From an optimization exercise on the open Yosys and OpenROAD flow, aimed at small area, a short achievable clock period and few clock cycles per item; shortcuts taken in it are not production practice. At most, simulation tests tie the RTL to the original design; equivalence was not proved. No functional check of the RTL was part of run 3.

[flow/flow/run.sh]
#!/bin/bash
# The standard ORFS layout, with each port's buffer made with the
# smallest buffer cell instead of the one buffer_ports picks by default.
# Every input and output port still gets its own buffer.
set -euo pipefail
export BUFFER_PORTS_ARGS="-buffer_cell sky130_fd_sc_hd__buf_1"
bash standard.sh finish > flow_standard.log 2>&1
[flow/standard.sh]
#!/bin/bash
# synth_recipe.tcl (not shown) runs the flow's synth.tcl, then flattens the netlist and writes it again
# the make line also repeats each setting of config.mk as NAME=value (left out here)
make -C /OpenROAD-flow-scripts/flow DESIGN_CONFIG=/design/flow/config.mk WORK_HOME=/design/flow/orfs CLKGATE_MAP_FILE= SYNTH_SCRIPT=/design/flow/synth_recipe.tcl "${@:-finish}"
[flow/config.mk]
export PLATFORM = sky130hd
export DESIGN_NAME = Noekeon
export DESIGN_NICKNAME = Noekeon
export VERILOG_FILES = /design/flow/design.v
export SDC_FILE = /design/flow/constraint.sdc
export NUM_CORES = 4
export LEC_CHECK = 0
export CAP_MARGIN = 20
export CORE_MARGIN = 2
export CORE_UTILIZATION = 40
export PLACE_DENSITY = 0.95
export SETUP_SLACK_MARGIN = 1.7
export SLEW_MARGIN = 20
[flow/constraint.sdc]
create_clock -name core_clock -period 5.0 [get_ports {inClk}]
set_input_delay 1.0000 -clock core_clock [delete_from_list [all_inputs] [get_ports {inClk}]]
set_output_delay 1.0000 -clock core_clock [all_outputs]
set_load 0.01 [all_outputs]
[flow/design.v]
module NoekeonGammaSbox(
	input wire	[3:0]	inData,
	output wire	[3:0]	outData
);
wire	a1a = inData[1] ^ (~inData[3] & ~inData[2]);
wire	a0a = inData[0] ^ (inData[2] & a1a);
wire	b0  = inData[3];
wire	b3  = a0a;
wire	b2  = inData[2] ^ b0 ^ a1a ^ b3;
wire	b1  = a1a ^ (~b3 & ~b2);
wire	c0  = b0 ^ (b2 & b1);
assign outData = {b3, b2, b1, c0};
endmodule
module NoekeonGamma(
	input wire	[127:0]	inData,
	output wire	[127:0]	outData
);
genvar i;
generate
	for (i = 0; i < 32; i = i + 1) begin : sbox
		NoekeonGammaSbox s(
			.inData({inData[96+i], inData[64+i], inData[32+i], inData[i]}),
			.outData({outData[96+i], outData[64+i], outData[32+i], outData[i]})
		);
	end
endgenerate
endmodule
module NoekeonPi1(
	input wire	[127:0]	inData,
	output wire	[127:0]	outData
);
assign outData[31:0]		= inData[31:0];
assign outData[63:32]	= {inData[62:32],inData[63]};
assign outData[95:64]	= {inData[90:64],inData[95:91]};
assign outData[127:96]	= {inData[125:96],inData[127:126]};
endmodule
module NoekeonPi2(
	input wire	[127:0]	inData,
	output wire	[127:0]	outData
);
assign outData[31:0]		= inData[31:0];
assign outData[63:32]	= {inData[32],inData[63:33]};
assign outData[95:64]	= {inData[68:64],inData[95:69]};
assign outData[127:96]	= {inData[97:96],inData[127:98]};
endmodule
module NoekeonTheta(
	input wire	[127:0]	inData,
	input wire	[127:0]	inVec,
	output wire	[127:0]	outData
);
wire	[31:0]	p02 = inData[31:0] ^ inData[95:64];
wire	[31:0]	p13 = inData[63:32] ^ inData[127:96];
wire	[31:0]	q02 = p02 ^ {p02[23:0], p02[31:24]};
wire	[31:0]	q13 = p13 ^ {p13[23:0], p13[31:24]};
wire	[31:0]	r02 = {p02[7:0], p02[31:8]};
wire	[31:0]	r13 = {p13[7:0], p13[31:8]};
wire	[127:0]	a = inData ^ inVec;
assign outData[31:0]   = (a[31:0]   ^ r13) ^ q13;
assign outData[63:32]  = (a[63:32]  ^ r02) ^ q02;
assign outData[95:64]  = (a[95:64]  ^ r13) ^ q13;
assign outData[127:96] = (a[127:96] ^ r02) ^ q02;
endmodule
module NoekeonMix(
	input wire	[31:0]	inData,
	output wire	[31:0]	outData
);
assign outData = inData ^ {inData[23:0], inData[31:24]} ^ {inData[7:0], inData[31:8]};
endmodule
module NoekeonKeyTheta(
	input wire	[127:0]	inKey,
	input wire				inUseK,
	input wire				inUseU,
	input wire				inUseT,
	output wire	[127:0]	outKey
);
wire	[31:0]	u;
wire	[31:0]	t;
NoekeonMix mixU(.inData(inKey[63:32] ^ inKey[127:96]), .outData(u));
NoekeonMix mixT(.inData(inKey[31:0] ^ inKey[95:64]), .outData(t));
wire	[31:0]	uu = u & {32{inUseU}};
wire	[31:0]	tt = t & {32{inUseT}};
wire	[127:0]	kk = inKey & {128{inUseK}};
assign outKey = kk ^ {tt, uu, tt, uu};
endmodule
module NoekeonRoundSh(
	input wire	[127:0]	inData,
	input wire	[127:0]	inVec,
	output wire	[127:0]	outData
);
wire	[127:0]	p1;
wire	[127:0]	g;
wire	[127:0]	p2;
NoekeonPi1 noekeon_Pi1(.inData(inData), .outData(p1));
NoekeonGamma noekeon_Gamma(.inData(p1), .outData(g));
NoekeonPi2 noekeon_Pi2(.inData(g), .outData(p2));
NoekeonTheta noekeon_Theta(.inData(p2), .inVec(inVec), .outData(outData));
endmodule
module NoekeonLastRoundSh(
	input wire	[127:0]	inData,
	output wire	[127:0]	outData
);
wire	[127:0]	p1;
wire	[127:0]	g;
NoekeonPi1 noekeon_Pi1(.inData(inData), .outData(p1));
NoekeonGamma noekeon_Gamma(.inData(p1), .outData(g));
NoekeonPi2 noekeon_Pi2(.inData(g), .outData(outData));
endmodule
module NoekeonConstatBox(
	input wire	[7:0]		inRc,
	input wire				inDecipher,
	output wire	[7:0]		outRcNext,
	output wire	[127:0]	outConst
);
wire	[7:0]	fwd = {inRc[6:0], 1'b0} ^ (inRc[7] ? 8'h1B : 8'h00);
wire	[7:0]	rc1 = inRc ^ (inRc[0] ? 8'h1B : 8'h00);
wire	[7:0]	bwd = {inRc[0], rc1[7:1]};
assign outRcNext = inDecipher ? bwd : fwd;
wire	[7:0]	e = inDecipher ? 8'h00 : inRc;
wire	[31:0]	w13 = {e, 8'h00, e, e};
assign outConst = {w13, 32'h0, w13, 24'h0, inRc};
endmodule
module NoekeonDataReg(
	input wire				inClk,
	input wire				inBusy,
	input wire				inLoad,
	input wire				inLoadZero,
	input wire	[127:0]	inDataExt,
	input wire	[127:0]	inDataInt,
	output wire	[127:0]	outData
);
reg [127:0]		DataReg;
wire	[127:0]	preRound;
NoekeonLastRoundSh noekeon_PreRound(.inData(inDataExt), .outData(preRound));
localparam [127:0] PRE_ZERO = {32'h0, {96{1'b1}}};
always @(posedge inClk) begin
	if (inBusy == 1'b1)
		DataReg <= inDataInt;
	else if (inLoad == 1'b1)
		DataReg <= preRound;
	else if (inLoadZero == 1'b1)
		DataReg <= PRE_ZERO;
end
assign outData = DataReg;
endmodule
module NoekeonDataOutReg(
	input wire	[127:0]	inData,
	output wire	[127:0]	outData
);
assign outData = inData;
endmodule
module NoekeonKeyReg(
	input wire				inClk,
	input wire				inReset,
	input wire				inKeyWrExt,
	input wire	[127:0]	inKeyDataExt,
	input wire				inKeyWrInt,
	input wire	[127:0]	inKeyDataInt,
	output wire	[127:0]	outKey,
	output wire				outValid
);
reg [127:0]		KeyReg;
reg				regValid;
always @(posedge inClk) begin
	if (inKeyWrExt == 1'b1)
		KeyReg <= inKeyDataExt;
	else if (inKeyWrInt == 1'b1)
		KeyReg <= inKeyDataInt;
end
always @(posedge inClk or posedge inReset) begin
	if (inReset == 1'b1)
		regValid <= 1'b0;
	else if (inKeyWrExt == 1'b1)
		regValid <= 1'b1;
end
assign outKey = KeyReg;
assign outValid = regValid;
endmodule
module NoekeonControl(
	input wire				inClk,
	input wire				inReset,
	input wire				inMode,
	input wire				inDecipher,
	input wire				inDataWr,
	input wire				inKeyWr,
	input wire				inKeyValid,
	input wire	[7:0]		inRcNext,
	output wire				outBusy,
	output wire				outDecipher,
	output wire	[7:0]		outRc,
	output wire				outDataLoad,	 
	output wire				outZeroLoad,	 
	output wire				outKeyWrExt,	 
	output wire				outKeyWrInt,	 
	output wire				outUseK,
	output wire				outUseU,
	output wire				outUseT
);
reg				regBusy;
reg				regWb;
reg				regFirst;
reg				regMode;
reg				regDecipher;
reg	[7:0]		regRc;
wire	startKey  = ~regBusy & inKeyWr & inMode;
wire	startData = ~regBusy & inDataWr & ~(inKeyWr & inMode);
wire	last      = ~regFirst & (regRc == (regDecipher ? 8'h80 : 8'hD4));
always @(posedge inClk or posedge inReset) begin
	if (inReset == 1'b1)
		regBusy <= 1'b0;
	else if (regBusy == 1'b0)
		regBusy <= startKey | startData;
	else if (regWb == 1'b1)
		regBusy <= 1'b0;
	else if ((last == 1'b1) && (regMode == 1'b0))
		regBusy <= 1'b0;
end
always @(posedge inClk) begin
	regFirst <= ~regBusy;
	if (regBusy == 1'b0) begin
		regWb <= 1'b0;
		regMode <= inKeyWr & inMode;
		regDecipher <= inDecipher & ~(inKeyWr & inMode);
		regRc <= (inDecipher & ~(inKeyWr & inMode)) ? 8'hD4 : 8'h80;
	end else begin
		regWb <= last & regMode;
		regRc <= inRcNext;
	end
end
wire	useFirstKey = regMode & regFirst;
assign outBusy = regBusy;
assign outDecipher = regDecipher;
assign outRc = regRc;
assign outDataLoad = startData;
assign outZeroLoad = startKey;
assign outKeyWrExt = ~regBusy & inKeyWr;
assign outKeyWrInt = regBusy & regWb;
assign outUseK = inKeyValid & (~regMode | regFirst);
assign outUseU = inKeyValid & ((~regDecipher & ~regMode) | useFirstKey);
assign outUseT = inKeyValid & ((regDecipher & ~regMode) | useFirstKey);
endmodule
module Noekeon(
	input wire				inClk,
	input wire				inReset,
	input wire				inMode,			 
	input wire				inDecipher,		 
	input wire				inDataWr,
	input wire	[127:0]	inDataData,
	input wire				inKeyWr,
	input wire	[127:0]	inKeyData,
	output wire				outBusy,
	output wire	[127:0]	outData
);
wire			busy;
wire			decipher;
wire	[7:0]	rc;
wire	[7:0]	rcNext;
wire			dataLoad;
wire			zeroLoad;
wire			keyWrExt;
wire			keyWrInt;
wire			keyValid;
wire			useK;
wire			useU;
wire			useT;
wire	[127:0]	key;
wire	[127:0]	keyVec;
wire	[127:0]	constVec;
wire	[127:0]	state;
wire	[127:0]	roundData;
NoekeonControl noekeon_Control(
	.inClk(inClk),
	.inReset(inReset),
	.inMode(inMode),
	.inDecipher(inDecipher),
	.inDataWr(inDataWr),
	.inKeyWr(inKeyWr),
	.inKeyValid(keyValid),
	.inRcNext(rcNext),
	.outBusy(busy),
	.outDecipher(decipher),
	.outRc(rc),
	.outDataLoad(dataLoad),
	.outZeroLoad(zeroLoad),
	.outKeyWrExt(keyWrExt),
	.outKeyWrInt(keyWrInt),
	.outUseK(useK),
	.outUseU(useU),
	.outUseT(useT)
);
NoekeonKeyReg noekeon_KeyReg(
	.inClk(inClk),
	.inReset(inReset),
	.inKeyWrExt(keyWrExt),
	.inKeyDataExt(inKeyData),
	.inKeyWrInt(keyWrInt),
	.inKeyDataInt(state),
	.outKey(key),
	.outValid(keyValid)
);
NoekeonKeyTheta noekeon_KeyTheta(
	.inKey(key),
	.inUseK(useK),
	.inUseU(useU),
	.inUseT(useT),
	.outKey(keyVec)
);
NoekeonConstatBox noekeon_ConstatBox(
	.inRc(rc),
	.inDecipher(decipher),
	.outRcNext(rcNext),
	.outConst(constVec)
);
NoekeonRoundSh noekeon_RoundSh(
	.inData(state),
	.inVec(keyVec ^ constVec),
	.outData(roundData)
);
NoekeonDataReg noekeon_DataReg(
	.inClk(inClk),
	.inBusy(busy),
	.inLoad(dataLoad),
	.inLoadZero(zeroLoad),
	.inDataExt(inDataData),
	.inDataInt(roundData),
	.outData(state)
);
NoekeonDataOutReg noekeon_DataOutReg(
	.inData(state),
	.outData(outData)
);
assign outBusy = busy;
endmodule
==> results.toml, run 1 <==
[clock_network]
root_buffer = "clkbuf_16"
cts_tree = "done"
cts.htree.levels = 2
clk_pin_slew_ps = 60
numCtsBuffers = 34
clock_tree.buffer_depth = 3
clock_latency_ps = 560
cts_sinks = 270

[sta]
rsz0062_at_grt = "yes"
post-route-min-period_ps = 3360
finalSetupViolations = 0
finalCritPeriodShare = 0.672
maxSlewViolCount = 0
setup_tns_ps = 0
max_freq_mhz = 297
worstMarginPinSlew_ps = 1060
clock_skew_ps = 21.0
hold_slack_ps = 301
finalHoldViolations = 0
slew_headroom = 0.291

[global_route]
grt_antenna_before_repair = 2
grt_pass1_vias = 21192
grt.overflow.total = 0
grt_first_pass_wirelength_um = 139000
grt_usage = 0.270
grt_max_degree = 129

[setup_path]
start_kind = "register"
rr_endpoint = "noekeon_DataReg.DataReg[2]"
cp.arrival_ps = 3610
slowest_delay_ps = 620
crit_buf_inv = 1
r2r_setup_slack_ps = 1640
rr_worst_depth = 9
worst_path_dominant_cell_family = "XOR/XNOR gates"
endpoint_kind = "register"
worstReg2RegStart = "noekeon_DataReg.DataReg[95]"
cp.required_ps = 5250
crit_chain = "inv_1, ha_1, xor2_1, nand2_1, xor3_1, xor2_1, xnor2_1, xnor2_1, a22oi_1"
crit_type = "reg -> reg"
crit_slowest_cell = "xnor2_1"
cp_max_fo = 5

[drt]
routedWlPerCell_um = 25.9
post-route-drc-count = 0
wl_um = 99900
via_count = 22054
dr.pass1.iters = 6
initialDrtViolationCount = 2892
ant_nets = 0
vias_per_cell = 5.73

[floorplan]
rows = 95
core_um2 = 67300
die-area_um2 = 70300
start_util = 0.405
fp.dieH_um = 265
die_w_um = 265
io_pins = 391

[logic_synthesis]
synth.ff_latch_count = 270
syn_nets = 2930
syn_avg_cell_area_um2 = 10.5
synth.distinct_cells = 50
synth_cells = 2600
synth_top_flop_cell = "edfxtp_1"
async_flop_share = 0.00741
yosys_warnings = 3
synth_edf_count = 258
ys_seq_area_frac = 0.293
synthDominantCellAreaShare = 0.284
synth_area_leader_cell = "edfxtp_1"
syn_area_um2 = 27300
synth_area_leaders = "edfxtp_1 28%, xnor2_1 18%, xnor3_1 12%"

[place]
place_congestion = 1.03
hpwl_um = 77500
place_area_um2 = 29600
port_buffers = 390
dp.cells = 3770

[outcome]
status = "finished clean"

[cells_and_area]
final.fill_count = 5985
nets = 3282
post_route_cells_drive_above_1_share = 0.0894
postLayoutCellArea_um2 = 31500
fin_cells = 3851
area_delta_synth_final_pct = 15.6

[worst_hold_path]
hold_path.class = "in -> async"

[job]
drv_cap = 0
[logic make-up (layout without fill, tap and decap cells)]
family	count (synthesis)	after routing	share of synthesized area
flops	270	270	0.293
xor+xnor	993	993	0.426
other cells	0	1	0
mux	138	138	0.0537
buf+inv	242	618	0.0356
simple gates	546	546	0.0824
fa+ha+maj	68	68	0.0312
compound gates	343	344	0.0776
[registers in the layout (all words and copies together), names as in the netlist]
signal,flops
noekeon_Control.regWb,1
noekeon_Control.regFirst,1
noekeon_Control.regMode,1
noekeon_Control.regDecipher,1
noekeon_Control.regRc,8
noekeon_KeyReg.KeyReg,128
noekeon_KeyReg.regValid,1
noekeon_DataReg.DataReg,128
noekeon_Control.regBusy,1
[layout by cell type (no fill, tap or decap), types with 37 or more instances in the layout]
cell type  instances
inv_1            136
buf_1            390
mux2i_1           73
a21oi_1           74
clkbuf_16         37
xnor2_2           61
xnor3_1          138
o21ai_0          131
xnor2_1          501
nor2_1           151
ha_1              68
nand2_1          316
xor2_1           215
mux2_2            65
edfxtp_1         258
[through the flow]
step                setup slack, ps   util
CTS                            1640  0.459
global route                   1580  0.468
floorplan                      2190      -
global placement               1400  0.440
finish                         1640  0.468
detailed placement             1390  0.440
[synthesized netlist by cell type (all sizes together) (34+ instances only)]
cell type and count:
a21oi 74, a22oi 34, buf 40, clkbuf 65, edfxtp 258, ha 68, inv 137, mux2 65
mux2i 73, nand2 320, nor2 151, o21ai 133, o2bb2ai 36, xnor2 585, xnor3 143, xor2 230
xor3 35
[how the worst max path moves through the flow]
stage,start,endpoint,slack (ps),depth (start not counted)
floorplan,inKeyWr,noekeon_KeyReg.KeyReg[0],2190,4
global placement,noekeon_DataReg.DataReg[67],noekeon_DataReg.DataReg[99],1400,8
detailed placement,noekeon_DataReg.DataReg[93],noekeon_DataReg.DataReg[98],1390,9
CTS,noekeon_DataReg.DataReg[90],noekeon_DataReg.DataReg[98],1640,9
global route,noekeon_DataReg.DataReg[96],noekeon_DataReg.DataReg[0],1580,9
finish,noekeon_DataReg.DataReg[95],noekeon_DataReg.DataReg[2],1640,9
[area by class of cell]
type / count / area [um2] / share of cell area
Clock buffer: 43 / 948 / 0.0301
Tap cell: 873 / 1090 / 0.0347
Timing Repair Buffer: 420 / 1760 / 0.0558
Sequential cell: 270 / 8000 / 0.254
Antenna cell: 1 / 2.50 / 0.0000794
Multi-Input combinational cell: 2089 / 19000 / 0.604
Inverter: 137 / 514 / 0.0163
Clock inverter: 18 / 166 / 0.00528
[worst register-to-register path: stages (launching register included)]
cell	delay (ps)
edfxtp_1	480
inv_1	120
ha_1	220
xor2_1	290
nand2_1	180
xor3_1	530
xor2_1	240
xnor2_1	620
xnor2_1	250
a22oi_1	140
[timing repair]
action | in CTS | in global routing
setup endpoints to repair | 33 | 74
pin swaps | 1 | 4
cloned | 0 | 1
resized for setup | 20 | 62
setup buffers | 1 | 16
hold buffers | 0 | 0
endpoints found under the hold margin | 0 | 0
[routing by layer]
layer,global-route usage,up-vias,share of wire
met4,0.153,2,0.066
met3,0.0642,336,0.12
met5,0,-,0.00016
li1,-,9536,-
met1,0.331,10619,0.36
met2,0.437,1561,0.46
Testbench counts, summed over its fixed seeds: cycles 6,928, items 368.
==> inputs of run 2 (changes only) <==
--- a/flow/config.mk
+++ b/flow/config.mk
@@ -11,3 +11,3 @@
 export PLACE_DENSITY = 0.95
-export SETUP_SLACK_MARGIN = 1.7
+export SETUP_SLACK_MARGIN = 1.5
 export SLEW_MARGIN = 20
==> run 2 against run 1 <==
Effect of this change: worst hold slack got worse by 42 ps; final area is 2.7% lower; highest routed layer unchanged.
==> results.toml, run 2 <==
[outcome]
status = "finished clean"

[job]
drv_cap = 0

[global_route]
grt_max_degree = 129
grt_first_pass_wirelength_um = 136000
grt_usage = 0.264
grt_antenna_before_repair = 6
grt_pass1_vias = 20968
grt.overflow.total = 0

[logic_synthesis]
async_flop_share = 0.00741
synth_cells = 2600
syn_avg_cell_area_um2 = 10.5
syn_nets = 2930
ys_top_cells_by_count = "548 x xnor2_1, 318 x nand2_1, 258 x edfxtp_1, 224 x xor2_1, 151 x nor2_1"
ys_seq_area_frac = 0.293
syn_area_um2 = 27300
synth.ff_latch_count = 270
synth_top_flop_cell = "edfxtp_1"
yosys_warnings = 3
synth_area_leader_cell = "edfxtp_1"
synthDominantCellAreaShare = 0.284
synth_area_leaders = "edfxtp_1 28%, xnor2_1 18%, xnor3_1 12%"
synth.distinct_cells = 50
synth.most_common_cell = "xnor2_1"
synth_edf_count = 258

[cells_and_area]
final_common_cell = "xnor2_1"
final_cell_mix = "543 x xnor2_1, 390 x buf_1, 316 x nand2_1, 258 x edfxtp_1, 222 x xor2_1"
nets = 3260
top_regs = "noekeon_DataReg.DataReg x128, noekeon_KeyReg.KeyReg x128, noekeon_Control.regRc x8"
post_route_cells_drive_above_1_share = 0.0636
area_delta_synth_final_pct = 12.5
final.fill_count = 6070
final_util = 0.456

[sta]
setup_tns_ps = 0
max_freq_mhz = 288
clock_skew_ps = 14.4
finalHoldViolations = 0
worstMarginPinSlew_ps = 1060
finalCritPeriodShare = 0.695
finalSetupViolations = 0
maxSlewViolCount = 0
rsz0062_at_grt = "no"
slew_headroom = 0.296
post-route-min-period_ps = 3470

[drt]
routedWlPerCell_um = 25.2
post-route-drc-count = 0
ant_nets = 0
vias_per_cell = 5.64
dr.pass1.iters = 6
initialDrtViolationCount = 2673
wl_um = 96300
via_count = 21581

[clock_network]
clk_pin_slew_ps = 70
cts_tree = "done"
clock_tree.buffer_depth = 3
root_buffer = "clkbuf_16"
cts.htree.levels = 1
post-cts-setup-buffer-count = 0
clock_latency_ps = 600
numCtsBuffers = 30
cts_sinks = 270

[place]
place_congestion = 1.02
port_buffers = 390
hpwl_um = 77000

[floorplan]
fp.dieH_um = 265
die_w_um = 265
rows = 95
io_pins = 391
start_util = 0.405
core_um2 = 67300
die-area_um2 = 70300

[setup_path]
critPathLaunch = "noekeon_DataReg.DataReg[70]"
endpoint_kind = "register"
cp.required_ps = 5300
slowest_delay_ps = 520
start_kind = "register"
crit_slowest_cell = "xnor3_1"
cp.arrival_ps = 3770
cp_max_fo = 5
crit_type = "reg -> reg"
crit_chain = "inv_1, ha_1, xnor2_1, xnor3_1, xor2_4, xor2_2, xnor3_1, o2bb2ai_1"
path_common_cell = "xnor3_1"
worstReg2RegStart = "noekeon_DataReg.DataReg[70]"

[worst_hold_path]
hold_path.class = "in -> async"
==> run 2: cell counts after synthesis <==
Identical to the previous run, type by type.
==> run 2: worst max-delay path: cells and delay by family, from the launching register on <==
family / cells / cell delay, ps
fa+ha+maj: 1 / 370
flops: 1 / 480
compound gates: 1 / 140
buf+inv: 1 / 120
xor+xnor: 5 / 2070
==> run 2: logic make-up (layout without fill, tap and decap cells) <==
logic type      count (synthesis)  after routing  synth area share
xor+xnor                      993            993             0.426
simple gates                  546            546            0.0824
compound gates                343            343            0.0776
flops                         270            270             0.293
buf+inv                       242            596            0.0356
mux                           138            138            0.0537
fa+ha+maj                      68             68            0.0312
other cells                     0              1                 0
==> run 2: path summary, 6_finish.rpt <==
kind	endpoint	slack, ps	cells after the start
min in group core_clock	noekeon_Control.regBusy	530	1
min	noekeon_Control.regBusy	260	2
min reg2reg	noekeon_Control.regBusy	530	1
max reg2reg	noekeon_DataReg.DataReg[126]	1530	8
max	noekeon_DataReg.DataReg[126]	1530	8
max in group asynchronous	noekeon_Control.regBusy	4580	2
==> run 2: what timing repair did <==
item                       4_1_cts  5_1_grt
gates resized for setup          1        6
cloned                           0        0
hold buffers                     0        0
pin swaps                        0        1
setup endpoints to repair        2       11
==> run 2: final cells by class <==
class	count	area, um2	area share
multi-input cells	2088	18400	0.601
flip-flops and latches	270	8000	0.261
repair buffers	403	1620	0.0530
well taps	873	1090	0.0356
clock buffers	35	791	0.0258
inverters	137	514	0.0168
clock inverters	21	224	0.00730
diodes	1	2.50	0.0000816
==> run 2: per-stage QoR <==
step	std cells	hold WS [ps]	instance area, um2	setup WS (ps)
6_report	3828	259	30700	1530
5_1_grt	3828	254	30700	1510
4_1_cts	3827	243	30600	1510
3_5_place_dp	3771	505	29600	1460
3_3_place_gp	3771	488	29600	1530
2_1_floorplan	2600	441	27300	1510
==> run 2: routing by layer <==
layer,vias to the layer above,GRT usage,share of wire
met5,-,0,0.00072
met3,291,0.0624,0.11
li1,9494,-,-
met2,1442,0.428,0.46
met4,10,0.155,0.067
met1,10344,0.322,0.37
==> inputs of run 3 (changes only) <==
--- a/flow/design.v
+++ b/flow/design.v
@@ -4,10 +4,19 @@
 );
-wire	a1a = inData[1] ^ (~inData[3] & ~inData[2]);
-wire	a0a = inData[0] ^ (inData[2] & a1a);
-wire	b0  = inData[3];
-wire	b3  = a0a;
-wire	b2  = inData[2] ^ b0 ^ a1a ^ b3;
-wire	b1  = a1a ^ (~b3 & ~b2);
-wire	c0  = b0 ^ (b2 & b1);
-assign outData = {b3, b2, b1, c0};
+assign outData =
+	(inData == 4'h0) ? 4'h7:
+	(inData == 4'h1) ? 4'hA:
+	(inData == 4'h2) ? 4'h2:
+	(inData == 4'h3) ? 4'hC:
+	(inData == 4'h4) ? 4'h4:
+	(inData == 4'h5) ? 4'h8:
+	(inData == 4'h6) ? 4'hF:
+	(inData == 4'h7) ? 4'h0:
+	(inData == 4'h8) ? 4'h5:
+	(inData == 4'h9) ? 4'h9:
+	(inData == 4'hA) ? 4'h1:
+	(inData == 4'hB) ? 4'hE:
+	(inData == 4'hC) ? 4'h3:
+	(inData == 4'hD) ? 4'hD:
+	(inData == 4'hE) ? 4'hB:
+	4'h6;
 endmodule
==> run 3 against run 2 <==
Effect of this change: critical path depth is the same; global-route usage shrank 0.13 points; utilization shrank 0.65 points; sequential cell count is the same; worst hold slack gained 5.4 ps; critical path type unchanged; critical endpoint is now noekeon_DataReg.DataReg[108].
==> results.toml, run 3 <==
[setup_path]
crit_type = "reg -> reg"
rr_endpoint = "noekeon_DataReg.DataReg[108]"
cp.arrival_ps = 3690
cp_max_fo = 16
rr_worst_depth = 8
endpoint_kind = "register"
cp.required_ps = 5300
start_kind = "register"
worstSetupEndpoint = "noekeon_DataReg.DataReg[108]"
worstReg2RegStart = "noekeon_Control.regDecipher"
r2r_setup_slack_ps = 1610
critPathLaunch = "noekeon_Control.regDecipher"

[logic_synthesis]
ys_seq_area_frac = 0.317
synth_edf_count = 258
synth_area_leader_cell = "edfxtp_1"
yosys_warnings = 3
syn_area_um2 = 25200
syn_avg_cell_area_um2 = 10.5
synth.most_common_cell = "xnor2_1"
synth_area_leaders = "edfxtp_1 31%, xnor2_1 15%, xor2_1 7.8%"
synth.distinct_cells = 54
synth.ff_latch_count = 270
ys_top_cells_by_count = "440 x xnor2_1, 258 x edfxtp_1, 224 x xor2_1, 208 x nand2_1, 155 x mux2i_1"
async_flop_share = 0.00741
synth_cells = 2403
synth_top_flop_cell = "edfxtp_1"
synthDominantCellAreaShare = 0.307
syn_nets = 2669

[clock_network]
cts.htree.levels = 1
numCtsBuffers = 31
post-cts-setup-buffer-count = 0
post_cts_resized = 0
ctsHoldBuffers = 0
cts_tree = "done"
clk_pin_slew_ps = 60
clock_latency_ps = 610
root_buffer = "clkbuf_16"
clock_tree.buffer_depth = 3
cts_sinks = 270

[floorplan]
rows = 92
die-area_um2 = 65100
io_pins = 391
core_um2 = 62700
start_util = 0.402
fp.dieH_um = 255
die_w_um = 255

[drt]
wl_um = 89200
via_count = 20102
routedWlPerCell_um = 25.2
initialDrtViolationCount = 2553
ant_nets = 0
dr.pass1.iters = 8
vias_per_cell = 5.68
post-route-drc-count = 0

[place]
place_congestion = 1.04
hpwl_um = 70300
dp.cells = 3483
pre_cts_ws_ps = 1690
place_area_um2 = 27200
port_buffers = 390

[cells_and_area]
area_delta_synth_final_pct = 11.7
final_common_cell = "xnor2_1"
final_util = 0.449
post_route_cells_drive_above_1_share = 0.102
n_antenna_cell = 0
nets = 2936
top_regs = "noekeon_DataReg.DataReg x128, noekeon_KeyReg.KeyReg x128, noekeon_Control.regRc x8"
final.fill_count = 5720
postLayoutCellArea_um2 = 28200
fin_cells = 3541
final_cell_mix = "440 x xnor2_1, 390 x buf_1, 258 x edfxtp_1, 224 x xor2_1, 206 x nand2_1"

[sta]
fin_ws_ps = 1610
finalSetupViolations = 0
setup_tns_ps = 0
finalCritPeriodShare = 0.677
finalHoldViolations = 0
worstMarginPinSlew_ps = 1200
clock_skew_ps = 35.0
post-route-min-period_ps = 3390
max_freq_mhz = 295
slew_headroom = 0.198
maxSlewViolCount = 0
rsz0062_at_grt = "no"

[global_route]
grt_antenna_before_repair = 1
grt.overflow.total = 0
grt_pass1_vias = 18688
grt_max_degree = 73
grt_usage = 0.263
grt_first_pass_wirelength_um = 125000

[worst_hold_path]
hold_path.class = "in -> async"

[outcome]
status = "finished clean"

[job]
drv_cap = 0
-- run 3: cell types whose count changed after synthesis, sizes merged, moves of 43 or more --
cell and change:
xnor2 -132, nand2 -112, clkbuf +43, mux2i +82
xnor3 -55, mux2 +69, ha -64, o21ai -47
inv -97
-- run 3: routing by layer --
metal | global-route usage | part of all wire
met5 | 0 | 0.00011
met4 | 0.142 | 0.059
met3 | 0.0522 | 0.098
met2 | 0.422 | 0.46
met1 | 0.334 | 0.38
-- run 3: logic make-up after synthesis --
group | share of synthesized area
AOI/OAI and AO/OA | 0.117
xor gates and xnor gates | 0.330
adders and majority gates | 0.00198
buffers and inverters | 0.0352
DFF | 0.317
muxes | 0.121
and+or+nand+nor | 0.0776
-- run 3: final cells by class --
type,count,area [um2],share of cell area
Clock buffer,44,825,0.0293
Tap cell,846,1060,0.0376
Inverter,40,150,0.00533
Timing Repair Buffer,402,1590,0.0565
Clock inverter,14,163,0.00577
Sequential cell,270,8000,0.284
Multi-Input combinational cell,1925,16400,0.582
-- run 3: metrics by stage --
| step | hold WS [ps] |
|---|---|
| 4_1_cts | 255 |
| 5_1_grt | 267 |
| 3_5_place_dp | 501 |
| 6_report | 264 |
| 3_3_place_gp | 496 |
| 2_1_floorplan | 453 |
-- run 3: worst max-delay path, cell delays in order, from the launching register on --
cell	delay, ps
edfxtp_1	690
inv_1	250
ha_1	280
xnor3_1	360
xnor2_1	400
xor2_1	230
xnor2_1	560
xnor2_1	200
o22ai_1	110
-- run 3: worst min-delay path by stage --
stage / start / endpoint / cells after the start
after floorplan: noekeon_Control.regFirst / noekeon_Control.regWb / 1
after global placement: noekeon_Control.regWb / noekeon_Control.regBusy / 1
after detailed placement: noekeon_Control.regWb / noekeon_Control.regBusy / 1
after CTS: inReset / noekeon_KeyReg.regValid / 2
after global routing: inReset / noekeon_KeyReg.regValid / 2
final: inReset / noekeon_KeyReg.regValid / 2
==> inputs of run 4 (changes only) <==
--- a/flow/design.v
+++ b/flow/design.v
@@ -59,13 +59,11 @@
 );
-wire	[31:0]	p02 = inData[31:0] ^ inData[95:64];
-wire	[31:0]	p13 = inData[63:32] ^ inData[127:96];
-wire	[31:0]	q02 = p02 ^ {p02[23:0], p02[31:24]};
-wire	[31:0]	q13 = p13 ^ {p13[23:0], p13[31:24]};
-wire	[31:0]	r02 = {p02[7:0], p02[31:8]};
-wire	[31:0]	r13 = {p13[7:0], p13[31:8]};
+wire	[31:0]	m02;
+wire	[31:0]	m13;
+NoekeonMix mix02(.inData(inData[31:0] ^ inData[95:64]), .outData(m02));
+NoekeonMix mix13(.inData(inData[63:32] ^ inData[127:96]), .outData(m13));
 wire	[127:0]	a = inData ^ inVec;
-assign outData[31:0]   = (a[31:0]   ^ r13) ^ q13;
-assign outData[63:32]  = (a[63:32]  ^ r02) ^ q02;
-assign outData[95:64]  = (a[95:64]  ^ r13) ^ q13;
-assign outData[127:96] = (a[127:96] ^ r02) ^ q02;
+assign outData[31:0]   = a[31:0]   ^ m13;
+assign outData[63:32]  = a[63:32]  ^ m02;
+assign outData[95:64]  = a[95:64]  ^ m13;
+assign outData[127:96] = a[127:96] ^ m02;
 endmodule
--- a/flow/config.mk
+++ b/flow/config.mk
@@ -11,3 +11,3 @@
 export PLACE_DENSITY = 0.95
-export SETUP_SLACK_MARGIN = 1.5
+export SETUP_SLACK_MARGIN = 1.8
 export SLEW_MARGIN = 20
==> run 4 against run 3 <==
Effect of this change: via count increased by 0.30%; global-route usage increased by 0.87 points; register-to-register slack improved by 200 ps; clock skew decreased by 20 ps; clock-buffer cell count increased by 6; first-iteration DRC count decreased by 0.63%; setup slack improved by 200 ps; non-clock buffer count increased by 4; synthesized area decreased by 2.3%; sequential share of layout area increased by 0.40 points; critical path type unchanged; critical endpoint is now noekeon_DataReg.DataReg[4]; largest cell class unchanged.
==> results.toml, run 4 <==
[logic_synthesis]
synth.most_common_cell = "xnor2_1"
synth_area_leaders = "edfxtp_1 31%, xnor2_1 17%, xnor3_1 7.4%"
ys_seq_area_frac = 0.324
ys_top_cells_by_count = "490 x xnor2_1, 258 x edfxtp_1, 236 x nand2_1, 201 x xor2_1, 141 x nor2_1"
syn_avg_cell_area_um2 = 10.4
yosys_warnings = 3
synth.distinct_cells = 61
syn_nets = 2629
synth_cells = 2363
synth.ff_latch_count = 270
synth_area_leader_cell = "edfxtp_1"
syn_area_um2 = 24700
async_flop_share = 0.00741
synthDominantCellAreaShare = 0.314
synth_top_flop_cell = "edfxtp_1"
synth_edf_count = 258

[cells_and_area]
final_cell_mix = "484 x xnor2_1, 390 x buf_1, 258 x edfxtp_1, 235 x nand2_1, 198 x xor2_1"
final_common_cell = "xnor2_1"
nets = 2925
fin_cells = 3475
final_util = 0.453
post_route_cells_drive_above_1_share = 0.0913
area_delta_synth_final_pct = 12.7
top_regs = "noekeon_DataReg.DataReg x128, noekeon_KeyReg.KeyReg x128, noekeon_Control.regRc x8"

[global_route]
grt.overflow.total = 0
grt_antenna_before_repair = 3
grt_first_pass_wirelength_um = 127000
grt_max_degree = 130
grt_pass1_vias = 19492
grt_usage = 0.272

[drt]
routedWlPerCell_um = 25.6
dr.pass1.iters = 6
ant_nets = 0
via_count = 20163
initialDrtViolationCount = 2537
vias_per_cell = 5.80
wl_um = 89100
post-route-drc-count = 0

[floorplan]
rows = 91
start_util = 0.402
core_um2 = 61400
io_pins = 391
die_w_um = 252
die-area_um2 = 63700
fp.dieH_um = 252

[sta]
slew_headroom = 0.340
worstMarginPinSlew_ps = 983
maxSlewViolCount = 0
setup_tns_ps = 0
clock_skew_ps = 15.3
finalHoldViolations = 0
finalSetupViolations = 0
max_freq_mhz = 314
rsz0062_at_grt = "no"
finalCritPeriodShare = 0.637
post-route-min-period_ps = 3180

[clock_network]
cts.htree.levels = 2
clk_pin_slew_ps = 60
cts_tree = "done"
root_buffer = "clkbuf_16"
clock_tree.buffer_depth = 3
cts_sinks = 270
numCtsBuffers = 35
ctsHoldBuffers = 0
clock_latency_ps = 560

[setup_path]
start_kind = "register"
cp_max_fo = 3
crit_buf_inv = 0
crit_chain = "xnor2_1, xnor3_1, nor2_1, xnor2_1, xnor2_1, xnor2_1, a21oi_1"
worst_path_dominant_cell_family = "XOR/XNOR gates"
slowest_delay_ps = 810
cp.arrival_ps = 3460
crit_type = "reg -> reg"
cp.required_ps = 5280
path_common_cell = "xnor2_1"
endpoint_kind = "register"
crit_slowest_cell = "xnor2_1"

[place]
hpwl_um = 69800
dp.cells = 3412
port_buffers = 390
place_congestion = 1.02

[job]
drv_cap = 0

[outcome]
status = "finished clean"

[worst_hold_path]
hold_path.class = "in -> async"
## run 4: cell count changes after synthesis, sizes merged, moves of 13 or more
cell	before	now
xnor2	453	497
mux2i	155	119
o221ai	0	13
inv	40	18
buf	59	44
a31oi	18	0
a21oi	86	116
nand2	208	236
o21ai	86	45
xor2	235	204
a221oi	41	22
## run 4: layout make-up
class                      instances  area (um2)
fill                            5602       33600
multi-input combinational       1928       16100
sequential                       270        8000
timing repair buffer             406        1620
clock buffer                      50        1010
tap                              790         988
inverter                          18        67.6
clock inverter                    12        55.1
antenna                            1        2.50
## run 4: final timing paths
kind	startpoint	end	slack, ps	cells after the start
max	noekeon_KeyReg.KeyReg[36]	noekeon_DataReg.DataReg[4]	1820	7
min	inReset	noekeon_KeyReg.regValid	290	2
max reg2reg	noekeon_KeyReg.KeyReg[36]	noekeon_DataReg.DataReg[4]	1820	7
min reg2reg	noekeon_Control.regFirst	noekeon_Control.regWb	500	1
max in group asynchronous	inReset	noekeon_Control.regBusy	4530	2
min in group core_clock	noekeon_Control.regFirst	noekeon_Control.regWb	500	1
## run 4: per-layer routing
metal / share of wire / track usage / wire length [um]
met5: 0.00029 / 0 / 26
met4: 0.056 / 0.139 / 5020
met3: 0.11 / 0.0711 / 10000
met2: 0.46 / 0.434 / 40900
met1: 0.37 / 0.338 / 33200
## run 4: worst register-to-register path, delay by kind of cell, from the launching register on
| family | cells | cell delay (ps) |
|---|---|---|
| simple gates | 1 | 120 |
| xor+xnor | 5 | 2200 |
| flops | 1 | 480 |
| compound gates | 1 | 110 |
## run 4: cells by family (layout without fill, tap and decap cells)
logic type               Yosys count  in the layout  share of synthesized area
XOR/XNOR                         788            788                      0.332
AND/OR/NAND/NOR                  499            499                     0.0892
AO/OA/AOI/OAI                    386            386                      0.115
flip-flops                       270            270                      0.324
multiplexers                     251            251                      0.109
buffers and inverters            165            486                     0.0291
adder cells (fa/ha/maj)            4              4                    0.00203
other                              0              1                          0
## run 4: per-stage QoR
stage               hold WS (ps)  cell area, um2  setup WS [ps]
floorplan                    439           24700           1860
global placement             485           26700           1870
detailed placement           487           26700           1810
CTS                          279           27700           1800
global route                 299           27800           1800
finish                       289           27800           1820
## run 4: repair_timing
| item | in CTS | in global routing |
|---|---|---|
| endpoints found under the setup margin | 1 | 9 |
| gates resized for setup | 1 | 8 |
| buffers inserted | 0 | 0 |
Testbench counts of run 4, summed over its fixed seeds: cycles 6,928, items 368.
==> inputs of run 5 (changes only) <==
--- a/flow/config.mk
+++ b/flow/config.mk
@@ -10,4 +10,4 @@
 export CORE_UTILIZATION = 40
-export PLACE_DENSITY = 0.95
-export SETUP_SLACK_MARGIN = 1.8
+export PLACE_DENSITY = 0.8
+export SETUP_SLACK_MARGIN = 2.0
 export SLEW_MARGIN = 20
==> run 5 against run 4 <==
Effect of this change: synthesized area is the same; synthesized cell count is the same; critical endpoint is now noekeon_DataReg.DataReg[70]; still clean on timing, DRC and antenna; sequential share of layout area shrank 0.50 points; die area is the same; clock skew shrank 2.8 ps; sequential cell count is the same; fmax grew 6.5%; utilization grew 0.80 points; final cell count is essentially flat; routed wire length shrank 2.1%.
==> results.toml, run 5 <==
[setup_path]
start_kind = "register"
cp_max_fo = 8
cp.required_ps = 5250
crit_type = "reg -> reg"
cp.arrival_ps = 3240
endpoint_kind = "register"

[floorplan]
fp.dieH_um = 252
start_util = 0.402
rows = 91
core_um2 = 61400
io_pins = 391
die_w_um = 252
die-area_um2 = 63700

[logic_synthesis]
synth.distinct_cells = 61
synth.ff_latch_count = 270
synth_cells = 2363
synth_area_leaders = "edfxtp_1 31%, xnor2_1 17%, xnor3_1 7.4%"
synth_edf_count = 258
syn_avg_cell_area_um2 = 10.4
syn_area_um2 = 24700
syn_nets = 2629
synthDominantCellAreaShare = 0.314
synth.most_common_cell = "xnor2_1"
synth_top_flop_cell = "edfxtp_1"
synth_area_leader_cell = "edfxtp_1"
ys_top_cells_by_count = "490 x xnor2_1, 258 x edfxtp_1, 236 x nand2_1, 201 x xor2_1, 141 x nor2_1"
ys_seq_area_frac = 0.324
async_flop_share = 0.00741
yosys_warnings = 3

[sta]
post-route-min-period_ps = 2990
finalCritPeriodShare = 0.598
fin_ws_ps = 2010
worstMarginPinSlew_ps = 951
rsz0062_at_grt = "yes"
clock_skew_ps = 12.5
finalHoldViolations = 0
slew_headroom = 0.364
max_freq_mhz = 335
maxSlewViolCount = 0
hold_slack_ps = 293
setup_tns_ps = 0
finalSetupViolations = 0

[clock_network]
clock_latency_ps = 550
clk_pin_slew_ps = 60
cts_tree = "done"
clock_tree.buffer_depth = 3
root_buffer = "clkbuf_16"
ctsHoldBuffers = 0
numCtsBuffers = 36
cts.htree.levels = 2
cts_sinks = 270

[global_route]
grt_max_degree = 130
grt.overflow.total = 0
grt_first_pass_wirelength_um = 123000
grt_usage = 0.266
grt_antenna_before_repair = 3
grt_pass1_vias = 18104

[cells_and_area]
final_cell_mix = "445 x xnor2_1, 390 x buf_1, 258 x edfxtp_1, 234 x nand2_1, 189 x xor2_1"
post_route_cells_drive_above_1_share = 0.114
postLayoutCellArea_um2 = 28300
area_delta_synth_final_pct = 14.7
nets = 2928
top_regs = "noekeon_DataReg.DataReg x128, noekeon_KeyReg.KeyReg x128, noekeon_Control.regRc x8"
final_common_cell = "xnor2_1"

[outcome]
status = "finished clean"

[drt]
via_count = 19573
initialDrtViolationCount = 1971
wl_um = 87200
routedWlPerCell_um = 25.1
vias_per_cell = 5.64
post-route-drc-count = 0
ant_nets = 0
dr.pass1.iters = 6

[place]
port_buffers = 390
place_area_um2 = 26700
hpwl_um = 67200
place_congestion = 0.999
pre_cts_ws_ps = 1710

[worst_hold_path]
hold_path.class = "in -> async"

[job]
drv_cap = 0
-- run 5: cell counts after synthesis --
Identical to the previous run, type by type.
-- run 5: metal layers --
layer	vias up	global-route usage	wire (um)
li1	8920	-	-
met4	2	0.0955	3230
met2	892	0.434	40900
met5	-	0	13
met1	9620	0.350	35300
met3	139	0.0524	7760
-- run 5: cell families (layout without fill, tap and decap cells) --
logic type,Yosys count,count (layout),synth area share
fa+ha+maj,4,4,0.00203
buf+inv,165,484,0.0291
simple gates,499,499,0.0892
compound gates,386,386,0.115
mux,251,251,0.109
flops,270,270,0.324
other cells,0,1,0
xor+xnor,788,788,0.332
-- run 5: path summary, 6_finish.rpt --
kind / from / endpoint / slack (ps) / cells past startpoint
setup / recovery: noekeon_DataReg.DataReg[109] / noekeon_DataReg.DataReg[70] / 2010 / 7
hold / removal: inReset / noekeon_KeyReg.regValid / 290 / 2
setup reg to reg: noekeon_DataReg.DataReg[109] / noekeon_DataReg.DataReg[70] / 2010 / 7
hold reg to reg: noekeon_Control.regFirst / noekeon_Control.regWb / 520 / 1
max in group asynchronous: inReset / noekeon_Control.regBusy / 4540 / 2
min in group core_clock: noekeon_Control.regFirst / noekeon_Control.regWb / 520 / 1
-- run 5: metrics by stage --
step / std cells / util
5_1_grt: 3472 / 0.461
4_1_cts: 3468 / 0.455
2_1_floorplan: 2363 / -
3_3_place_gp: 3409 / 0.435
3_5_place_dp: 3410 / 0.435
6_report: 3473 / 0.461
-- run 5: final cells by class --
cell class | count | area, um2
tap | 790 | 988
sequential | 270 | 8000
clock inverter | 8 | 36.3
clock buffer | 50 | 1020
antenna | 1 | 2.50
fill | 5660 | 33100
timing repair buffer | 408 | 1680
inverter | 18 | 67.6
multi-input combinational | 1928 | 16500
-- run 5: worst max-delay path: stages, from the launching register on --
cell and delay (ps):
edfxtp_1 550, nor3_1 280, a211oi_2 110, xnor2_1 620
xnor2_1 280, xnor2_1 520, xnor2_1 220, a22oi_1 110
-- run 5: timing repair --
| action | CTS | global route |
|---|---|---|
| resized for setup | 24 | 44 |
| pin swaps | 0 | 2 |
| setup buffers | 0 | 4 |
| gates cloned | 0 | 0 |
| setup endpoints to repair | 29 | 54 |
==> inputs of run 6 (changes only) <==
--- a/flow/config.mk
+++ b/flow/config.mk
@@ -9,4 +9,4 @@
 export CORE_MARGIN = 2
-export CORE_UTILIZATION = 40
-export PLACE_DENSITY = 0.8
+export CORE_UTILIZATION = 55
+export PLACE_DENSITY = 0.95
 export SETUP_SLACK_MARGIN = 2.0
==> run 6 against run 5 <==
Effect of this change: clock skew decreased by 3.5 ps; setup slack got worse by 150 ps; synthesized area did not move; register-to-register slack worse by 150 ps.
==> results.toml, run 6 <==
[place]
port_buffers = 390
place_congestion = 1.05
dp.cells = 3214
hpwl_um = 64500

[setup_path]
cp.required_ps = 5290
crit_type = "reg -> reg"
path_common_cell = "xnor2_1"
crit_chain = "xor2_1, a221oi_1, xnor2_1, xor2_1, xnor2_1, xnor2_1, a21oi_1"
cp.arrival_ps = 3430
start_kind = "register"
endpoint_kind = "register"
crit_slowest_cell = "xnor2_1"
slowest_delay_ps = 630
r2r_setup_slack_ps = 1860
cp_max_fo = 8

[sta]
worstMarginPinSlew_ps = 1030
rsz0062_at_grt = "yes"
clock_skew_ps = 8.98
max_freq_mhz = 319
hold_slack_ps = 224
setup_tns_ps = 0
finalSetupViolations = 0
slew_headroom = 0.316
finalCritPeriodShare = 0.628
post-route-min-period_ps = 3140
finalHoldViolations = 0
maxSlewViolCount = 0

[logic_synthesis]
synth_edf_count = 258
synth_cells = 2363
ys_top_cells_by_count = "490 x xnor2_1, 258 x edfxtp_1, 236 x nand2_1, 201 x xor2_1, 141 x nor2_1"
syn_avg_cell_area_um2 = 10.4
synth.distinct_cells = 61
syn_nets = 2629
yosys_warnings = 3
synth_area_leader_cell = "edfxtp_1"
synth_area_leaders = "edfxtp_1 31%, xnor2_1 17%, xnor3_1 7.4%"
syn_area_um2 = 24700
synth.most_common_cell = "xnor2_1"
ys_seq_area_frac = 0.324
synth.ff_latch_count = 270
async_flop_share = 0.00741
synth_top_flop_cell = "edfxtp_1"
synthDominantCellAreaShare = 0.314

[global_route]
grt_max_degree = 130
grt_antenna_before_repair = 2
grt_first_pass_wirelength_um = 125000
grt_pass1_vias = 20007
grt_usage = 0.358
grt.overflow.total = 0

[floorplan]
rows = 77
die_w_um = 216
core_um2 = 44200
io_pins = 391
fp.dieH_um = 216
start_util = 0.558
die-area_um2 = 46600

[drt]
vias_per_cell = 6.32
ant_nets = 0
via_count = 20730
wl_um = 86500
post-route-drc-count = 0
routedWlPerCell_um = 26.4
dr.pass1.iters = 5
initialDrtViolationCount = 2745

[cells_and_area]
n_antenna_cell = 0
post_route_cells_drive_above_1_share = 0.122
final_common_cell = "xnor2_1"
area_delta_synth_final_pct = 14.4
multiInputGateArea_um2 = 16500
seqCellArea_um2 = 8000
final.fill_count = 3366
final_util = 0.638
nets = 2931
final_cell_mix = "447 x xnor2_1, 390 x buf_1, 258 x edfxtp_1, 234 x nand2_1, 187 x xor2_1"
fin_cells = 3281
top_regs = "noekeon_DataReg.DataReg x128, noekeon_KeyReg.KeyReg x128, noekeon_Control.regRc x8"

[worst_hold_path]
hold_path.class = "in -> async"

[clock_network]
ctsHoldBuffers = 0
clock_tree.buffer_depth = 3
cts_tree = "done"
clock_latency_ps = 590
cts_sinks = 270
root_buffer = "clkbuf_16"
numCtsBuffers = 31
cts.htree.levels = 1
clk_pin_slew_ps = 60

[job]
drv_cap = 0

[outcome]
status = "finished clean"
==> run 6: changes by cell type in the layout (fill, tap and decap cells not counted), sizes merged <==
cell / delta
clkbuf: -17
bufinv: +12
buf: +8
clkinvlp: +5
diode: -1
inv: -1
==> run 6: path summary, 6_finish.rpt <==
path                                             startpoint                          to  cells after the start
max in group asynchronous                           inReset     noekeon_Control.regBusy                      2
worst max register to register  noekeon_DataReg.DataReg[36]  noekeon_DataReg.DataReg[4]                      7
min in group core_clock               noekeon_Control.regWb     noekeon_Control.regBusy                      1
worst min register to register        noekeon_Control.regWb     noekeon_Control.regBusy                      1
worst max-delay path            noekeon_DataReg.DataReg[36]  noekeon_DataReg.DataReg[4]                      7
worst min-delay path                                inReset     noekeon_Control.regBusy                      2
==> run 6: metal layers <==
metal	vias up	wire length, um	global-route usage
met1	10042	31600	0.452
li1	8929	-	-
met3	316	9220	0.0682
met4	0	5710	0.196
met2	1443	40000	0.580
met5	-	0	0
==> run 6: timing repair <==
action                                  in CTS  in global routing
cloned                                       0                  0
resized for setup                           28                 43
endpoints found under the setup margin      37                 52
pin swaps                                    0                  6
setup buffers                                3                  7
==> run 6: cell families (layout without fill, tap and decap cells) <==
group,after synthesis,count (layout),synth area share
AOI/OAI and AO/OA,386,386,0.115
xor gates and xnor gates,788,788,0.332
adders and majority gates,4,4,0.00203
buffers and inverters,165,491,0.0291
DFF,270,270,0.324
muxes,251,251,0.109
and+or+nand+nor,499,499,0.0892
==> run 6: per-stage QoR <==
step | worst slack, ps | cell area, um2
2_1_floorplan | 2070 | 24700
3_3_place_gp | 1580 | 26400
3_5_place_dp | 1770 | 26400
4_1_cts | 1950 | 27900
5_1_grt | 1880 | 28200
6_report | 1860 | 28200
==> run 6: final cells by class <==
| cell class | instances | area share |
|---|---|---|
| clock buffer | 33 | 0.0281 |
| clock inverter | 24 | 0.0152 |
| inverter | 18 | 0.00239 |
| multi-input combinational | 1928 | 0.584 |
| sequential | 270 | 0.284 |
| tap | 592 | 0.0262 |
| timing repair buffer | 416 | 0.0601 |
==> run 6: critical path: cells and delay by family, from the launching register on <==
kind                      cells  cell delay, ps
AOI/OAI and AO/OA             2             590
DFF                           1             530
xor gates and xnor gates      5            1730
==> inputs of run 7 (changes only) <==
--- a/flow/config.mk
+++ b/flow/config.mk
@@ -9,5 +9,5 @@
 export CORE_MARGIN = 2
-export CORE_UTILIZATION = 55
+export CORE_UTILIZATION = 40
 export PLACE_DENSITY = 0.95
-export SETUP_SLACK_MARGIN = 2.0
+export SETUP_SLACK_MARGIN = 1.5
 export SLEW_MARGIN = 20
==> run 7 against run 6 <==
Effect of this change: register-to-register slack got worse by 120 ps; via count decreased by 2.7%; synthesized cell count unchanged; sequential cell count unchanged; fmax decreased by 3.6%; worst hold slack improved by 69 ps; die area increased by 37%; first-iteration DRC count decreased by 5.0%; critical path type unchanged; highest routed layer is now met5.
==> results.toml, run 7 <==
[logic_synthesis]
async_flop_share = 0.00741
ys_seq_area_frac = 0.324
ys_top_cells_by_count = "490 x xnor2_1, 258 x edfxtp_1, 236 x nand2_1, 201 x xor2_1, 141 x nor2_1"
synth_edf_count = 258
syn_avg_cell_area_um2 = 10.4
yosys_warnings = 3
synth.ff_latch_count = 270
synth_area_leaders = "edfxtp_1 31%, xnor2_1 17%, xnor3_1 7.4%"
synth_top_flop_cell = "edfxtp_1"
syn_nets = 2629
synthDominantCellAreaShare = 0.314
syn_area_um2 = 24700
synth.distinct_cells = 61
synth.most_common_cell = "xnor2_1"
synth_area_leader_cell = "edfxtp_1"
synth_cells = 2363

[global_route]
grt_antenna_before_repair = 3
grt_max_degree = 130
grt_pass1_vias = 19478
grt_usage = 0.272
grt_first_pass_wirelength_um = 127000
grt.overflow.total = 0

[clock_network]
post_cts_resized = 0
ctsHoldBuffers = 0
numCtsBuffers = 35
cts_tree = "done"
clock_tree.buffer_depth = 3
post-cts-setup-buffer-count = 0
root_buffer = "clkbuf_16"
cts_sinks = 270
cts.htree.levels = 2
clk_pin_slew_ps = 60
clock_latency_ps = 560

[drt]
dr.pass1.iters = 5
post-route-drc-count = 0
routedWlPerCell_um = 25.6
wl_um = 89100
via_count = 20166
vias_per_cell = 5.80
ant_nets = 0
initialDrtViolationCount = 2608

[setup_path]
start_kind = "register"
rr_endpoint = "noekeon_DataReg.DataReg[83]"
rr_worst_depth = 7
endpoint_kind = "register"
crit_type = "reg -> reg"
cp.arrival_ps = 3520
worstReg2RegStart = "noekeon_DataReg.DataReg[20]"
cp_max_fo = 8
worstSetupEndpoint = "noekeon_DataReg.DataReg[83]"
r2r_setup_slack_ps = 1740
cp.required_ps = 5260
critPathLaunch = "noekeon_DataReg.DataReg[20]"

[sta]
finalCritPeriodShare = 0.651
clock_skew_ps = 12.8
max_freq_mhz = 307
setup_tns_ps = 0
finalHoldViolations = 0
slew_headroom = 0.355
worstMarginPinSlew_ps = 960
maxSlewViolCount = 0
fin_ws_ps = 1740
finalSetupViolations = 0
post-route-min-period_ps = 3260
rsz0062_at_grt = "no"

[cells_and_area]
final_cell_mix = "490 x xnor2_1, 390 x buf_1, 258 x edfxtp_1, 235 x nand2_1, 201 x xor2_1"
nets = 2925
post_route_cells_drive_above_1_share = 0.0879
seqCellArea_um2 = 8000
final_common_cell = "xnor2_1"
multiInputGateArea_um2 = 16000
top_regs = "noekeon_DataReg.DataReg x128, noekeon_KeyReg.KeyReg x128, noekeon_Control.regRc x8"
final.fill_count = 5617
area_delta_synth_final_pct = 12.4

[job]
drv_cap = 0

[floorplan]
die_w_um = 252
die-area_um2 = 63700
io_pins = 391
rows = 91
core_um2 = 61400
start_util = 0.402
fp.dieH_um = 252

[place]
hpwl_um = 69800
place_congestion = 1.02
port_buffers = 390
pre_cts_ws_ps = 1810

[outcome]
status = "finished clean"

[worst_hold_path]
hold_path.class = "in -> async"
run 7: cell counts after synthesis:
No cell type changed its count.
run 7: worst max-delay path, cell delays in order, from the launching register on:
cell and delay (ps):
edfxtp_1 580, and3b_2 260, a211oi_1 430, xnor2_1 430
xnor3_1 610, xnor2_1 170, xnor2_1 370, a22oi_1 110
run 7: cell type report:
type,count,share of cell area
repair buffers,406,0.0585
clock buffers,50,0.0363
multi-input cells,1928,0.577
flip-flops and latches,270,0.289
inverters,18,0.00244
diodes,1,0.0000902
well taps,790,0.0356
clock inverters,12,0.00199
run 7: metrics by stage:
step	std cells	utilization	cell area, um2	hold WS [ps]
2_1_floorplan	2363	-	24700	439
3_3_place_gp	3412	0.434	26700	485
3_5_place_dp	3412	0.434	26700	487
4_1_cts	3474	0.452	27700	279
5_1_grt	3475	0.452	27700	299
6_report	3475	0.452	27700	293
run 7: worst min path at each step:
stage                                   end  slack [ps]  cells after the start
finish              noekeon_KeyReg.regValid         290                      2
global route        noekeon_KeyReg.regValid         300                      2
global placement      noekeon_Control.regWb         490                      1
CTS                 noekeon_Control.regBusy         280                      2
floorplan             noekeon_Control.regWb         440                      1
detailed placement    noekeon_Control.regWb         490                      1
run 7: logic make-up (layout without fill, tap and decap cells):
family                     count (synthesis)  in the layout  synth area share
buffers and inverters                    165            486            0.0291
muxes                                    251            251             0.109
other                                      0              1                 0
adders and majority gates                  4              4           0.00203
AOI/OAI and AO/OA                        386            386             0.115
DFF                                      270            270             0.324
and+or+nand+nor                          499            499            0.0892
xor gates and xnor gates                 788            788             0.332
run 7: per-layer routing:
metal	share of wire	vias to the layer above	global-route usage
li1	-	8934	-
met1	0.37	9714	0.337
met2	0.46	1287	0.434
met3	0.12	227	0.0728
met4	0.056	4	0.141
met5	0.00029	-	0
==> inputs of run 8 (changes only) <==
--- a/flow/config.mk
+++ b/flow/config.mk
@@ -11,3 +11,3 @@
 export PLACE_DENSITY = 0.95
-export SETUP_SLACK_MARGIN = 1.5
+export SETUP_SLACK_MARGIN = 2.1
 export SLEW_MARGIN = 20
==> run 8 against run 7 <==
Effect of this change: final area grew 3.7%; highest routed layer unchanged; still clean on timing, DRC and antenna; critical path type unchanged; worst hold slack better by 69 ps.
==> results.toml, run 8 <==
[clock_network]
ctsHoldBuffers = 0
root_buffer = "clkbuf_16"
clock_tree.buffer_depth = 3
cts_sinks = 270
cts_tree = "done"
clock_latency_ps = 560
cts.htree.levels = 2
numCtsBuffers = 35
clk_pin_slew_ps = 60

[drt]
via_count = 20502
post-route-drc-count = 0
wl_um = 90400
vias_per_cell = 5.87
dr.pass1.iters = 8
initialDrtViolationCount = 2676
routedWlPerCell_um = 25.9
ant_nets = 0

[logic_synthesis]
ys_seq_area_frac = 0.324
async_flop_share = 0.00741
yosys_warnings = 3
ys_top_cells_by_count = "490 x xnor2_1, 258 x edfxtp_1, 236 x nand2_1, 201 x xor2_1, 141 x nor2_1"
synth_area_leaders = "edfxtp_1 31%, xnor2_1 17%, xnor3_1 7.4%"
synthDominantCellAreaShare = 0.314
syn_area_um2 = 24700
synth_cells = 2363
synth.distinct_cells = 61
synth_area_leader_cell = "edfxtp_1"
syn_avg_cell_area_um2 = 10.4
synth.most_common_cell = "xnor2_1"
synth_edf_count = 258
synth.ff_latch_count = 270
synth_top_flop_cell = "edfxtp_1"
syn_nets = 2629

[floorplan]
rows = 91
die-area_um2 = 63700
die_w_um = 252
core_um2 = 61400
start_util = 0.402
fp.dieH_um = 252
io_pins = 391

[sta]
max_freq_mhz = 337
post-route-min-period_ps = 2960
setup_tns_ps = 0
finalCritPeriodShare = 0.593
finalSetupViolations = 0
clock_skew_ps = 22.4
worstMarginPinSlew_ps = 911
slew_headroom = 0.389
finalHoldViolations = 0
rsz0062_at_grt = "yes"
maxSlewViolCount = 0

[setup_path]
start_kind = "register"
crit_buf_inv = 0
endpoint_kind = "register"
worst_path_dominant_cell_family = "XOR/XNOR gates"
crit_chain = "o21ba_1, o22a_1, xnor2_1, xor2_1, xnor2_1, xnor2_1, a22oi_1"
path_common_cell = "xnor2_1"
crit_slowest_cell = "xnor2_1"
slowest_delay_ps = 620
cp_max_fo = 8
cp.arrival_ps = 3240
crit_type = "reg -> reg"
cp.required_ps = 5270

[job]
drv_cap = 0

[cells_and_area]
final.fill_count = 5484
top_regs = "noekeon_DataReg.DataReg x128, noekeon_KeyReg.KeyReg x128, noekeon_Control.regRc x8"
fin_cells = 3492
final_common_cell = "xnor2_1"
post_route_cells_drive_above_1_share = 0.134
nets = 2940
area_delta_synth_final_pct = 16.6
final_cell_mix = "420 x xnor2_1, 390 x buf_1, 258 x edfxtp_1, 234 x nand2_1, 180 x xor2_1"

[global_route]
grt.overflow.total = 0
grt_util_met3 = 0.0629
grt_first_pass_wirelength_um = 128000
grt_use_met2 = 0.434
grt_util_met1 = 0.343
grt_antenna_before_repair = 6
grt_max_degree = 76
grt_usage = 0.273
grt_pass1_vias = 19623
top_usage_layer = "met2"

[place]
port_buffers = 390
dp.cells = 3413
hpwl_um = 69700
place_congestion = 1.04

[worst_hold_path]
hold_path.class = "in -> async"

[outcome]
status = "finished clean"
run 8: layout make-up:
type / instances / area (um2) / area share
antenna: 4 / 10.0 / 0.000348
clock buffer: 46 / 990 / 0.0344
clock inverter: 15 / 116 / 0.00405
inverter: 18 / 67.6 / 0.00235
multi-input combinational: 1928 / 16800 / 0.585
sequential: 270 / 8000 / 0.278
tap: 790 / 988 / 0.0344
timing repair buffer: 421 / 1770 / 0.0616
run 8: logic make-up after synthesis:
| family | synth area share |
|---|---|
| XOR/XNOR | 0.332 |
| buffers and inverters | 0.0291 |
| multiplexers | 0.109 |
| AND/OR/NAND/NOR | 0.0892 |
| flip-flops | 0.324 |
| AO/OA/AOI/OAI | 0.115 |
| adder cells (fa/ha/maj) | 0.00203 |
run 8: final timing paths:
| path | slack [ps] | depth (start not counted) | start | end |
|---|---|---|---|---|
| worst max-delay path | 2040 | 7 | noekeon_DataReg.DataReg[121] | noekeon_DataReg.DataReg[35] |
| worst min-delay path | 360 | 2 | inReset | noekeon_Control.regBusy |
| worst max register to register | 2040 | 7 | noekeon_DataReg.DataReg[121] | noekeon_DataReg.DataReg[35] |
| worst min register to register | 510 | 1 | noekeon_Control.regWb | noekeon_Control.regBusy |
| max in group asynchronous | 4490 | 2 | inReset | noekeon_Control.regBusy |
| min in group core_clock | 510 | 1 | noekeon_Control.regWb | noekeon_Control.regBusy |
run 8: layer usage:
metal  share of wire  vias to the layer above
met5         0.00038                        -
met4           0.065                        6
met3            0.12                      293
met2            0.46                     1440
met1            0.36                     9817
li1                -                     8946
run 8: worst reg2reg max path, delay by kind of cell (launching register included):
kind,cells,cell delay [ps]
xor gates and xnor gates,4,1580
DFF,1,550
AOI/OAI and AO/OA,3,550
run 8: stage by stage:
step / util / hold slack [ps] / setup slack (ps) / cell area (um2)
detailed placement: 0.435 / 496 / 1830 / 26700
global placement: 0.435 / 478 / 1750 / 26700
floorplan: - / 439 / 2110 / 24700
finish: 0.469 / 362 / 2040 / 28800
CTS: 0.460 / 341 / 2030 / 28200
global route: 0.468 / 384 / 1990 / 28800
run 8: repair_timing:
action                     in CTS  in global routing
pin swaps                       1                  4
setup buffers                   5                  9
setup endpoints to repair      70                 72
resized for setup              48                 64

-- static timing again, ports no longer ideal --
Ports are ideal in the flow. The routed layouts listed here were re-timed in OpenROAD.
Step 1 assumes that a clkbuf_16 drives the clock port and a buf_2 every other input.
Step 2 times the ports against the registers' clock, not the clock port: input delays grow and output delays shrink by t, the midpoint of the rising clock arrivals with the driver on.
a / b / c = ideal ports / drivers / drivers and shift; a / b = the first two.
run	t, ns	setup WS [ns]	slew at the worst register clock pin (ns)
run 1	0.615	1.638 / 1.638 / 1.598	0.06 / 0.06
run 2	0.649	1.526 / 1.526 / 1.442	0.07 / 0.07
run 3	0.647	1.613 / 1.613 / 1.613	0.07 / 0.07
run 4	0.612	1.817 / 1.817 / 1.817	0.06 / 0.06
run 5	0.607	2.011 / 2.011 / 1.758	0.06 / 0.06
run 6	0.641	1.860 / 1.860 / 1.860	0.07 / 0.07
run 7	0.609	1.743 / 1.743 / 1.743	0.06 / 0.06
run 8	0.615	2.035 / 2.035 / 1.855	0.06 / 0.06
After both steps every run listed still meets setup and hold. For run 5, which loses most, drivers alone change the setup slack by 0.000 ns; drivers and shift together by -0.253 ns.
